Context: an optimization exercise on an open-source flow, tuned for small area, a short achievable clock period and few clock cycles. The choices shown serve that exercise and are no tape-out recipe. Only simulation tests tie the RTL to the original design; equivalence was not proved. Power figures rest on the tool's default switching activity, not on a simulated workload.

Design projeto, start of the top module:
module projeto(
    input ck,
    input inicio,
    input rst,
    input [15:0] X,
    input [15:0] A,
    input [15:0] B,
    input [15:0] C,
    output pronto,
    output overflow,
    output [15:0] resultado
);
    reg busy, pr, ov, qh;
    reg [15:0] qa, qb;
    reg [3:0] ql;
    wire [16:0] v = qa + qb;
    wire vo = ov | qh | (|ql) | v[16];
    wire [15:0] m = busy ? v[15:0] : A;
    wire [15:0] k = busy ? C : B;
    wire [15:0] ra, rb;
    wire [3:0] pl;
    wire hi, po;
    mac u(.m(m), .x(X), .k(k), .ra(ra), .rb(rb), .hi(hi), .po(po), .pl(pl));
    always @(posedge ck) begin
        qa <= ra;
        qb <= rb;
        qh <= hi;
        ql <= pl;
        ov <= po | (busy & vo);
        if (rst) begin
            busy <= 1'b0;
            pr   <= 1'b0;
        end else begin
            busy <= ~busy & inicio;
            pr   <= busy;
        end
    end
    assign pronto = pr;
    assign resultado = v[15:0];
    assign overflow = vo;
endmodule
Size: about 480 cells after synthesis, about 29 flip-flops, about 85 I/O pins.
export LEC_CHECK = 0
export CAP_MARGIN = 20
export CORE_MARGIN = 2
export CORE_UTILIZATION = 60
export CTS_BUF_LIST = sky130_fd_sc_hd__clkbuf_8
export SETUP_SLACK_MARGIN = 3.8
export SLEW_MARGIN = 20
create_clock -name core_clock -period 9.5 [get_ports {ck}]
standard.sh (not shown) runs the stock make flow with config.mk's settings and CLKGATE_MAP_FILE= SYNTH_SCRIPT=/design/flow/synth_recipe.tcl, a recipe that flattens the netlist after the stock synthesis.
==> flow/flow/run.sh <==
#!/bin/bash
# Standard ORFS layout with two changes: Yosys's early "abc -fast" is skipped so the
# explicit adder tree in the RTL maps straight onto full-adder cells, and port buffers
# use the smallest buffer.
set -euo pipefail
export SYNTH_ARGS="-noabc"
export BUFFER_PORTS_ARGS="-buffer_cell sky130_fd_sc_hd__buf_1"
bash standard.sh > standard.log 2>&1
The baseline finished clean.
Testbench counts at the start, summed over its fixed seeds: cycles 4,800.
Edit:
CAP_MARGIN = 0   (was 20)
CORE_UTILIZATION = 40   (was 60)
CTS_BUF_LIST = unset   (was sky130_fd_sc_hd__clkbuf_8)
SLEW_MARGIN = 0   (was 20)
Result: Synthesized area stays the same. Via count shrinks by a few percent. Die area grows by well over a third. Sequential power hardly moves. Hold slack degrades by 30 ps.
Edit:
CAP_MARGIN = 20   (was 0)
SETUP_SLACK_MARGIN = unset   (was 3.8)
SLEW_MARGIN = 20   (was 0)
After rerunning: The new run finished with timing, DRC and antenna clean; final area decreases by a few percent; cell count came out lower slightly; total power grows slightly; worst hold slack gains 12 ps; core utilization is lower by 0.94 points; wire length goes up slightly; area after synthesis stays the same; clock power rises by roughly a tenth; sequential share of layout area climbs by 0.21 points.
Edit:
CORE_UTILIZATION = 60   (was 40)
CTS_BUF_LIST = sky130_fd_sc_hd__clkbuf_4   (was unset)
SETUP_SLACK_MARGIN = 4.0   (was unset)
After rerunning: Die area decreases by 32%; flip-flop and latch count stays the same; routed wire length is lower by 3.8%; clock-buffer cell count falls by 1; cell area climbs by 4.1%; synthesized cell count is unchanged; power came out lower by 1.3%; register-to-register slack improves by 500 ps; cell count is lower by 7.4%; setup slack improves by 550 ps.
Edit:
CORE_UTILIZATION = 40   (was 60)
CTS_BUF_LIST = unset   (was sky130_fd_sc_hd__clkbuf_4)
SETUP_SLACK_MARGIN = 4.2   (was 4.0)
What happened: Worst setup slack degrades by 15 ps. Cell area rose by about 5%. Total power rose by about 8%.
Edit:
CORE_UTILIZATION = 60   (was 40)
CTS_BUF_LIST = sky130_fd_sc_hd__clkbuf_4   (was unset)
SETUP_SLACK_MARGIN = 3.8   (was 4.2)
After rerunning:
- clock power is lower by well over a third
- final area is lower by roughly a tenth
- hold slack improves by 15 ps
- die area is lower by a quarter to a third
- core utilization is higher by 19 points
- worst setup slack degrades by 94 ps
- wire length is lower by a little under a tenth
- cell count is lower by roughly a tenth
- total power is lower by roughly a tenth

========
## job 6022
projeto, a different RTL version from the one above (not shown whole).
For scale: about 27 flip-flops, ~85 I/O pins, about 4500 sq um of cells after synthesis.
==> flow/config.mk <==
export PLATFORM = sky130hd
export DESIGN_NAME = projeto
export DESIGN_NICKNAME = projeto
export VERILOG_FILES = /design/flow/design.v
export SDC_FILE = /design/flow/constraint.sdc
export NUM_CORES = 4
export LEC_CHECK = 0
export CAP_MARGIN = 20
export CORE_MARGIN = 2
export CORE_UTILIZATION = 60
export CTS_BUF_LIST = sky130_fd_sc_hd__clkbuf_4 sky130_fd_sc_hd__clkbuf_8
export SETUP_SLACK_MARGIN = 4.0
export SLEW_MARGIN = 20
==> flow/constraint.sdc <==
create_clock -name core_clock -period 9.5 [get_ports {ck}]
set_input_delay 1.9000 -clock core_clock [delete_from_list [all_inputs] [get_ports {ck}]]
set_output_delay 1.9000 -clock core_clock [all_outputs]
set_load 0.01 [all_outputs]
==> flow/flow/run.sh <==
#!/bin/bash
# The standard layout (standard.sh) with these changes:
#  - the multiply-add tree, module mac, is laid out from flow/mac_cells.v, the
#    same circuit as mac in rtl/ula.v built from cells by hand (both are
#    generated by gen/mkhand.py), so that its partial products are single
#    NAND gates feeding full-adder cells of inverted polarity;
#  - port buffers use the smallest buffer, but for the X ports (buf_4).
# Registers and their names are those of the standard synthesis.
set -euo pipefail
export BUFFER_PORTS_ARGS="-buffer_cell sky130_fd_sc_hd__buf_1"
# ... except the X ports, whose buffers drive many gates (flow/xbuf.tcl)
export POST_GLOBAL_PLACE_TCL="$PWD/flow/xbuf.tcl"
# design.v with module mac replaced by the cell-level one
awk '/^module mac\(/ {skip = 1} !skip {print} skip && /^endmodule/ {skip = 0}' design.v > design_cells.v
grep -q '^module mac(' design_cells.v && { echo "module mac still in design_cells.v"; exit 1; }
cat flow/mac_cells.v >> design_cells.v
sed "s#CLKGATE_MAP_FILE= #CLKGATE_MAP_FILE= VERILOG_FILES=$PWD/design_cells.v #" standard.sh > standard_cells.sh
grep -q "VERILOG_FILES=$PWD/design_cells.v" standard_cells.sh
bash standard_cells.sh > standard.log 2>&1
Other scripts of this flow, unchanged in this note and not shown: flow/flow/mac_cells.v, flow/flow/xbuf.tcl
Job 6022 | stages: all done | timing, DRC, antenna: all pass
Testbench counts of job 6022, summed over its fixed seeds: cycles 4,523.
Changes in job 6684 relative to job 6022:
- SETUP_SLACK_MARGIN now 4.2, was 4.0
-- flow/flow/run.sh --
<<< job 6022, line 5
#    generated by gen/mkhand.py), so that its partial products are single
#    NAND gates feeding full-adder cells of inverted polarity;
#  - port buffers use the smallest buffer, but for the X ports (buf_4).
# Registers and their names are those of the standard synthesis.
set -euo pipefail
export BUFFER_PORTS_ARGS="-buffer_cell sky130_fd_sc_hd__buf_1"
# ... except the X ports, whose buffers drive many gates (flow/xbuf.tcl)
>>> job 6684, line 5
#    generated by gen/mkhand.py), so that its partial products are single
#    NAND gates feeding full-adder cells of inverted polarity;
#  - synthesis skips Yosys's early "abc -fast" (SYNTH_ARGS=-noabc);
#  - port buffers use the smallest buffer, but for the X ports (buf_4).
# Registers and their names are those of the standard synthesis.
set -euo pipefail
export SYNTH_ARGS="-noabc"
export BUFFER_PORTS_ARGS="-buffer_cell sky130_fd_sc_hd__buf_1"
# ... except the X ports, whose buffers drive many gates (flow/xbuf.tcl)
## What came out
- Compared job 6022 against job 6684; sequential share of power within noise.
- From job 6022 to job 6684 the numbers moved as follows: minimum setup slack after placement shows a reduction of 0.0039 ns, area growth from synthesis to final layout increased by 3.0 points relative to the old numbers, non-clock buffer count higher.
- Number of levels in the clock H-tree essentially unchanged between job 6684 and job 6022.

==> static timing again, ports no longer ideal <==
In the flow no input, the clock included, has a driving cell. The finished layouts below were timed again as built, in two steps. Step 1 sets driving cells, clkbuf_16 on the clock port and buf_2 on the other inputs (assumed; they add their load-dependent delay and slew). Step 2 moves the port delays by t, midway between the first and last clock arrival at a register: inputs arrive t later, outputs are due t later. That takes back most of the time a late clock gives input paths. a / b / c = ideal / step 1 / step 2; a / b = the first two.
| run | t (ns) | slack for setup (ns) | hold WS [ns] | worst data-port slew with drivers (ns) | pins driven straight from the clock port |
|---|---|---|---|---|---|
| the first run of note 1 | 0.315 | 3.904 / 3.902 / 3.587 | 0.595 / 0.595 / 0.595 | 0.03 | 1 |
| the second run of note 1 | 0.314 | 3.887 / 3.901 / 3.587 | 0.566 / 0.566 / 0.566 | 0.06 | 1 |
| the third run of note 1 | 0.315 | 3.479 / 3.493 / 3.178 | 0.577 / 0.577 / 0.577 | 0.06 | 1 |
| the fourth run of note 1 | 0.346 | 4.029 / 4.007 / 3.661 | 0.601 / 0.601 / 0.601 | 0.06 | 1 |
| the fifth run of note 1 | 0.312 | 4.013 / 4.012 / 3.699 | 0.580 / 0.580 / 0.580 | 0.05 | 1 |
| the sixth run of note 1 | 0.366 | 3.919 / 3.926 / 3.560 | 0.595 / 0.595 / 0.595 | 0.03 | 1 |
| job 6022 | 0.308 | 3.920 / 3.920 / 3.611 | 0.685 / 0.685 / 0.685 | 0.05 | 1 |
| job 6684 | 0.307 | 3.928 / 3.911 / 3.604 | 0.757 / 0.757 / 0.757 | 0.10 | 1 |
After both steps every run listed still meets setup and hold. For the fourth run of note 1, which loses most, drivers alone change the setup slack by -0.022 ns; drivers and shift together by -0.368 ns.
